What follows belongs to an exercise in optimizing a design on an open flow for small area; a production flow would make more cautious choices.
No activity file was given, so power comes from the tool's default toggle rates.

==> module ad7606, before the edit <==
module ad7606
#(
    parameter USR_CLK_CYCLE_NS = 20,
              T_CYCLE_NS       = 5000,
              T_RESET_NS       = 50,
              T_CONV_MIN_NS    = 3450,
              T_CONV_MAX_NS    = 4150,
              T1_NS            = 40,
              T2_NS            = 25,
              T10_NS           = 25,
              T11_NS           = 15,
              T14_NS           = 25,
              T15_NS           = 6,
              T26_NS           = 25
)
(
    input wire         usr_trigger,
    input wire         usr_clk,
    input wire         usr_rst,
    output reg [15: 0] usr_channel1,
    output reg [15: 0] usr_channel2,
    output reg [15: 0] usr_channel3,
    output reg [15: 0] usr_channel4,
    output reg [15: 0] usr_channel5,
    output reg [15: 0] usr_channel6,
    output reg [15: 0] usr_channel7,
    output reg [15: 0] usr_channel8,
    output wire [3: 0] usr_error,
    output wire        usr_sampling,
    output wire        usr_ready,
    input wire         hw_busy,
    input wire         hw_first_data,
    input wire [15: 0] hw_data,
    output wire        hw_convst,
    output wire        hw_rd,
    output wire        hw_cs,
    output wire        hw_range,
    output wire [2: 0] hw_os,
    output wire        hw_mode_select,
    output wire        hw_reset,
    output wire        hw_stby_n
);
localparam PH_IDLE = 2'd0,
           PH_CVW  = 2'd1,
           PH_WCC  = 2'd2,
           PH_READ = 2'd3;
reg [1: 0]  ph;
reg [7: 0]  cnt;
reg         pend;
reg [2: 0]  code;
reg [2: 0]  trg;
reg [1: 0]  bsy;
reg [1: 0]  fdt;
reg [15: 0] dat1, dat2;
wire idle   = (ph == PH_IDLE);
wire cvw    = (ph == PH_CVW);
wire wcc    = (ph == PH_WCC);
wire rdc    = (ph == PH_READ);
wire [3: 0] k  = cnt[3: 0];
wire [3: 0] ch = cnt[7: 4];
wire por    = idle & (cnt < 8'd5);
wire arst   = pend | por;                        
wire trig_edge = trg[1] & ~trg[2];
wire busy_s    = bsy[1];
wire fd_s      = fdt[1];
wire rd_step   = rdc & (k >= 4'd5) & (k != 4'd15);
wire fd_ok     = (ch == 4'd0) ? fd_s : ~fd_s;
wire err_fd     = rd_step & ~fd_ok & (k == 4'd11);
wire err_conv   = wcc & busy_s & (cnt == 8'd232);
wire err_start  = cvw & ~busy_s & (cnt >= 8'd10);
wire err_fast   = ~idle & trig_edge;
wire [2: 0] new_code = err_fd    ? 3'd2 :
                       err_conv  ? 3'd1 :
                       err_start ? 3'd5 :
                       err_fast  ? 3'd6 : 3'd0;
wire any_err = err_fd | err_conv | err_start | err_fast;
always @(posedge usr_clk) begin
    bsy  <= {bsy[0], hw_busy};
    fdt  <= {fdt[0], hw_first_data};
    dat1 <= hw_data;
    dat2 <= dat1;
end
always @(posedge usr_clk) begin
    if (arst) trg <= 3'b0;
    else      trg <= {trg[1: 0], usr_trigger};
end
always @(posedge usr_clk or negedge usr_rst) begin
    if (!usr_rst) begin
        ph   <= PH_IDLE;
        cnt  <= 8'd0;
        pend <= 1'b0;
        code <= 3'd0;
    end else begin
        pend <= ~arst & any_err;
        if (~idle & ~pend) code <= new_code;
        if (pend) begin
            ph  <= PH_IDLE;
            cnt <= 8'd5;
        end else begin
            case (ph)
                PH_IDLE: begin
                    if (cnt == 8'd15) begin
                        if (trig_edge) begin ph <= PH_CVW; cnt <= 8'd0; end
                        else cnt <= 8'd14;
                    end else if (trig_edge & (cnt >= 8'd13)) begin
                        ph <= PH_CVW; cnt <= 8'd1;
                    end else if (cnt != 8'd14) cnt <= cnt + 8'd1;
                end
                PH_CVW: begin
                    if (busy_s & (cnt >= 8'd5)) begin ph <= PH_WCC; cnt <= 8'd0; end
                    else cnt <= cnt + 8'd1;
                end
                PH_WCC: begin
                    if (~busy_s) begin ph <= PH_READ; cnt <= 8'd0; end
                    else cnt <= cnt + 8'd1;
                end
                PH_READ: begin
                    if (ch == 4'd8 && k == 4'd1) begin ph <= PH_IDLE; cnt <= 8'd15; end
                    else if (rd_step & fd_ok) cnt[3: 0] <= 4'd15;
                    else cnt <= cnt + 8'd1;
                end
            endcase
        end
    end
end
wire [7: 0]  ld, hd;
genvar gi;
generate
    for (gi = 0; gi < 8; gi = gi + 1) begin : g_we
        wire sel = rd_step & (ch[2: 0] == gi);
        assign ld[gi] = ~arst & sel;
        assign hd[gi] = ~arst & ~sel;
    end
endgenerate
always @(posedge usr_clk or negedge usr_rst) if (!usr_rst) usr_channel1 <= 16'b0; else usr_channel1 <= ({16{ld[0]}} & dat2) | ({16{hd[0]}} & usr_channel1);
always @(posedge usr_clk or negedge usr_rst) if (!usr_rst) usr_channel2 <= 16'b0; else usr_channel2 <= ({16{ld[1]}} & dat2) | ({16{hd[1]}} & usr_channel2);
always @(posedge usr_clk or negedge usr_rst) if (!usr_rst) usr_channel3 <= 16'b0; else usr_channel3 <= ({16{ld[2]}} & dat2) | ({16{hd[2]}} & usr_channel3);
always @(posedge usr_clk or negedge usr_rst) if (!usr_rst) usr_channel4 <= 16'b0; else usr_channel4 <= ({16{ld[3]}} & dat2) | ({16{hd[3]}} & usr_channel4);
always @(posedge usr_clk or negedge usr_rst) if (!usr_rst) usr_channel5 <= 16'b0; else usr_channel5 <= ({16{ld[4]}} & dat2) | ({16{hd[4]}} & usr_channel5);
always @(posedge usr_clk or negedge usr_rst) if (!usr_rst) usr_channel6 <= 16'b0; else usr_channel6 <= ({16{ld[5]}} & dat2) | ({16{hd[5]}} & usr_channel6);
always @(posedge usr_clk or negedge usr_rst) if (!usr_rst) usr_channel7 <= 16'b0; else usr_channel7 <= ({16{ld[6]}} & dat2) | ({16{hd[6]}} & usr_channel7);
always @(posedge usr_clk or negedge usr_rst) if (!usr_rst) usr_channel8 <= 16'b0; else usr_channel8 <= ({16{ld[7]}} & dat2) | ({16{hd[7]}} & usr_channel8);
assign usr_sampling   = (cvw & (cnt >= 8'd2)) | wcc | rdc;
assign hw_cs          = ~usr_sampling;
assign hw_convst      = ~(cvw & (cnt >= 8'd2) & (cnt <= 8'd4));
assign hw_rd          = ~rdc | (k == 4'd1) | ((k == 4'd0) & (ch == 4'd0)) | ((k == 4'd2) & (ch != 4'd0));
assign hw_reset       = idle & (cnt >= 8'd6) & (cnt <= 8'd12);
assign usr_ready      = ~idle | (cnt >= 8'd14);
assign usr_error      = {1'b0, pend ? 3'd0 : code};
assign hw_range       = 1'b1;
assign hw_os          = 3'b000;
assign hw_mode_select = 1'b0;
assign hw_stby_n      = 1'b1;
endmodule
Settings: LEC_CHECK=0, CAP_MARGIN=20, CORE_MARGIN=2, CORE_UTILIZATION=40, SLEW_MARGIN=20; clock period 20.0 ns.
run.sh (not shown) runs the stock make flow with config.mk's settings and CLKGATE_MAP_FILE= SYNTH_SCRIPT=/design/flow/synth_recipe.tcl, a recipe that flattens the netlist after the stock synthesis.
==> next run, changes <==
--- a/flow/design.v
+++ b/flow/design.v
@@ -120,29 +120,28 @@
                     else cnt <= cnt + 8'd1;
                 end
             endcase
         end
     end
 end
-wire [7: 0]  ld, hd;
+wire [15: 0] dz = arst ? 16'b0 : dat2;
+wire [7: 0]  we;
 genvar gi;
 generate
     for (gi = 0; gi < 8; gi = gi + 1) begin : g_we
-        wire sel = rd_step & (ch[2: 0] == gi);
-        assign ld[gi] = ~arst & sel;
-        assign hd[gi] = ~arst & ~sel;
+        assign we[gi] = arst | (rd_step & (ch[2: 0] == gi));
     end
 endgenerate
-always @(posedge usr_clk or negedge usr_rst) if (!usr_rst) usr_channel1 <= 16'b0; else usr_channel1 <= ({16{ld[0]}} & dat2) | ({16{hd[0]}} & usr_channel1);
-always @(posedge usr_clk or negedge usr_rst) if (!usr_rst) usr_channel2 <= 16'b0; else usr_channel2 <= ({16{ld[1]}} & dat2) | ({16{hd[1]}} & usr_channel2);
-always @(posedge usr_clk or negedge usr_rst) if (!usr_rst) usr_channel3 <= 16'b0; else usr_channel3 <= ({16{ld[2]}} & dat2) | ({16{hd[2]}} & usr_channel3);
-always @(posedge usr_clk or negedge usr_rst) if (!usr_rst) usr_channel4 <= 16'b0; else usr_channel4 <= ({16{ld[3]}} & dat2) | ({16{hd[3]}} & usr_channel4);
-always @(posedge usr_clk or negedge usr_rst) if (!usr_rst) usr_channel5 <= 16'b0; else usr_channel5 <= ({16{ld[4]}} & dat2) | ({16{hd[4]}} & usr_channel5);
-always @(posedge usr_clk or negedge usr_rst) if (!usr_rst) usr_channel6 <= 16'b0; else usr_channel6 <= ({16{ld[5]}} & dat2) | ({16{hd[5]}} & usr_channel6);
-always @(posedge usr_clk or negedge usr_rst) if (!usr_rst) usr_channel7 <= 16'b0; else usr_channel7 <= ({16{ld[6]}} & dat2) | ({16{hd[6]}} & usr_channel7);
-always @(posedge usr_clk or negedge usr_rst) if (!usr_rst) usr_channel8 <= 16'b0; else usr_channel8 <= ({16{ld[7]}} & dat2) | ({16{hd[7]}} & usr_channel8);
+always @(posedge usr_clk or negedge usr_rst) if (!usr_rst) usr_channel1 <= 16'b0; else if (we[0]) usr_channel1 <= dz;
+always @(posedge usr_clk or negedge usr_rst) if (!usr_rst) usr_channel2 <= 16'b0; else if (we[1]) usr_channel2 <= dz;
+always @(posedge usr_clk or negedge usr_rst) if (!usr_rst) usr_channel3 <= 16'b0; else if (we[2]) usr_channel3 <= dz;
+always @(posedge usr_clk or negedge usr_rst) if (!usr_rst) usr_channel4 <= 16'b0; else if (we[3]) usr_channel4 <= dz;
+always @(posedge usr_clk or negedge usr_rst) if (!usr_rst) usr_channel5 <= 16'b0; else if (we[4]) usr_channel5 <= dz;
+always @(posedge usr_clk or negedge usr_rst) if (!usr_rst) usr_channel6 <= 16'b0; else if (we[5]) usr_channel6 <= dz;
+always @(posedge usr_clk or negedge usr_rst) if (!usr_rst) usr_channel7 <= 16'b0; else if (we[6]) usr_channel7 <= dz;
+always @(posedge usr_clk or negedge usr_rst) if (!usr_rst) usr_channel8 <= 16'b0; else if (we[7]) usr_channel8 <= dz;
 assign usr_sampling   = (cvw & (cnt >= 8'd2)) | wcc | rdc;
 assign hw_cs          = ~usr_sampling;
 assign hw_convst      = ~(cvw & (cnt >= 8'd2) & (cnt <= 8'd4));
 assign hw_rd          = ~rdc | (k == 4'd1) | ((k == 4'd0) & (ch == 4'd0)) | ((k == 4'd2) & (ch != 4'd0));
 assign hw_reset       = idle & (cnt >= 8'd6) & (cnt <= 8'd12);
 assign usr_ready      = ~idle | (cnt >= 8'd14);
What happened: Setup slack gains 0.16 ns; total power went down by 1.1%; synthesized area grows by about 7%; critical path depth came out lower by 1; cell area is higher by about 6%; core utilization decreases by 0.84 points; hold slack is better by 0.0060 ns; routed wire length went up by 0.51%.
No functional check of the RTL was part of any run of this note.

[what the ideal ports hide]
No port has a modelled driver above. Below, the same layouts with a new extraction and two added sets of constraints. Step 1 (the two cells are an assumption about what drives the block):
set clk [get_ports {usr_clk}]
set_driving_cell -lib_cell sky130_fd_sc_hd__clkbuf_16 $clk
set_driving_cell -lib_cell sky130_fd_sc_hd__buf_2 [delete_from_list [all_inputs] $clk]
Step 2 adds t to the input delays and takes it off the output delays; t is the mean of the earliest and latest rising clock arrival at the registers after step 1. Input paths then give back, and output paths get back, about the clock's delay inside the block. Slacks: ideal / step 1 / step 2; pairs: ideal / step 1.
run | t, ns | setup WS [ns] | cell pins on the clock port's net
the first run | 0.467 | 13.052 / 13.008 / 13.475 | 1
the second run | 0.460 | 13.216 / 13.173 / 13.633 | 1
After both steps every run listed still meets setup and hold.
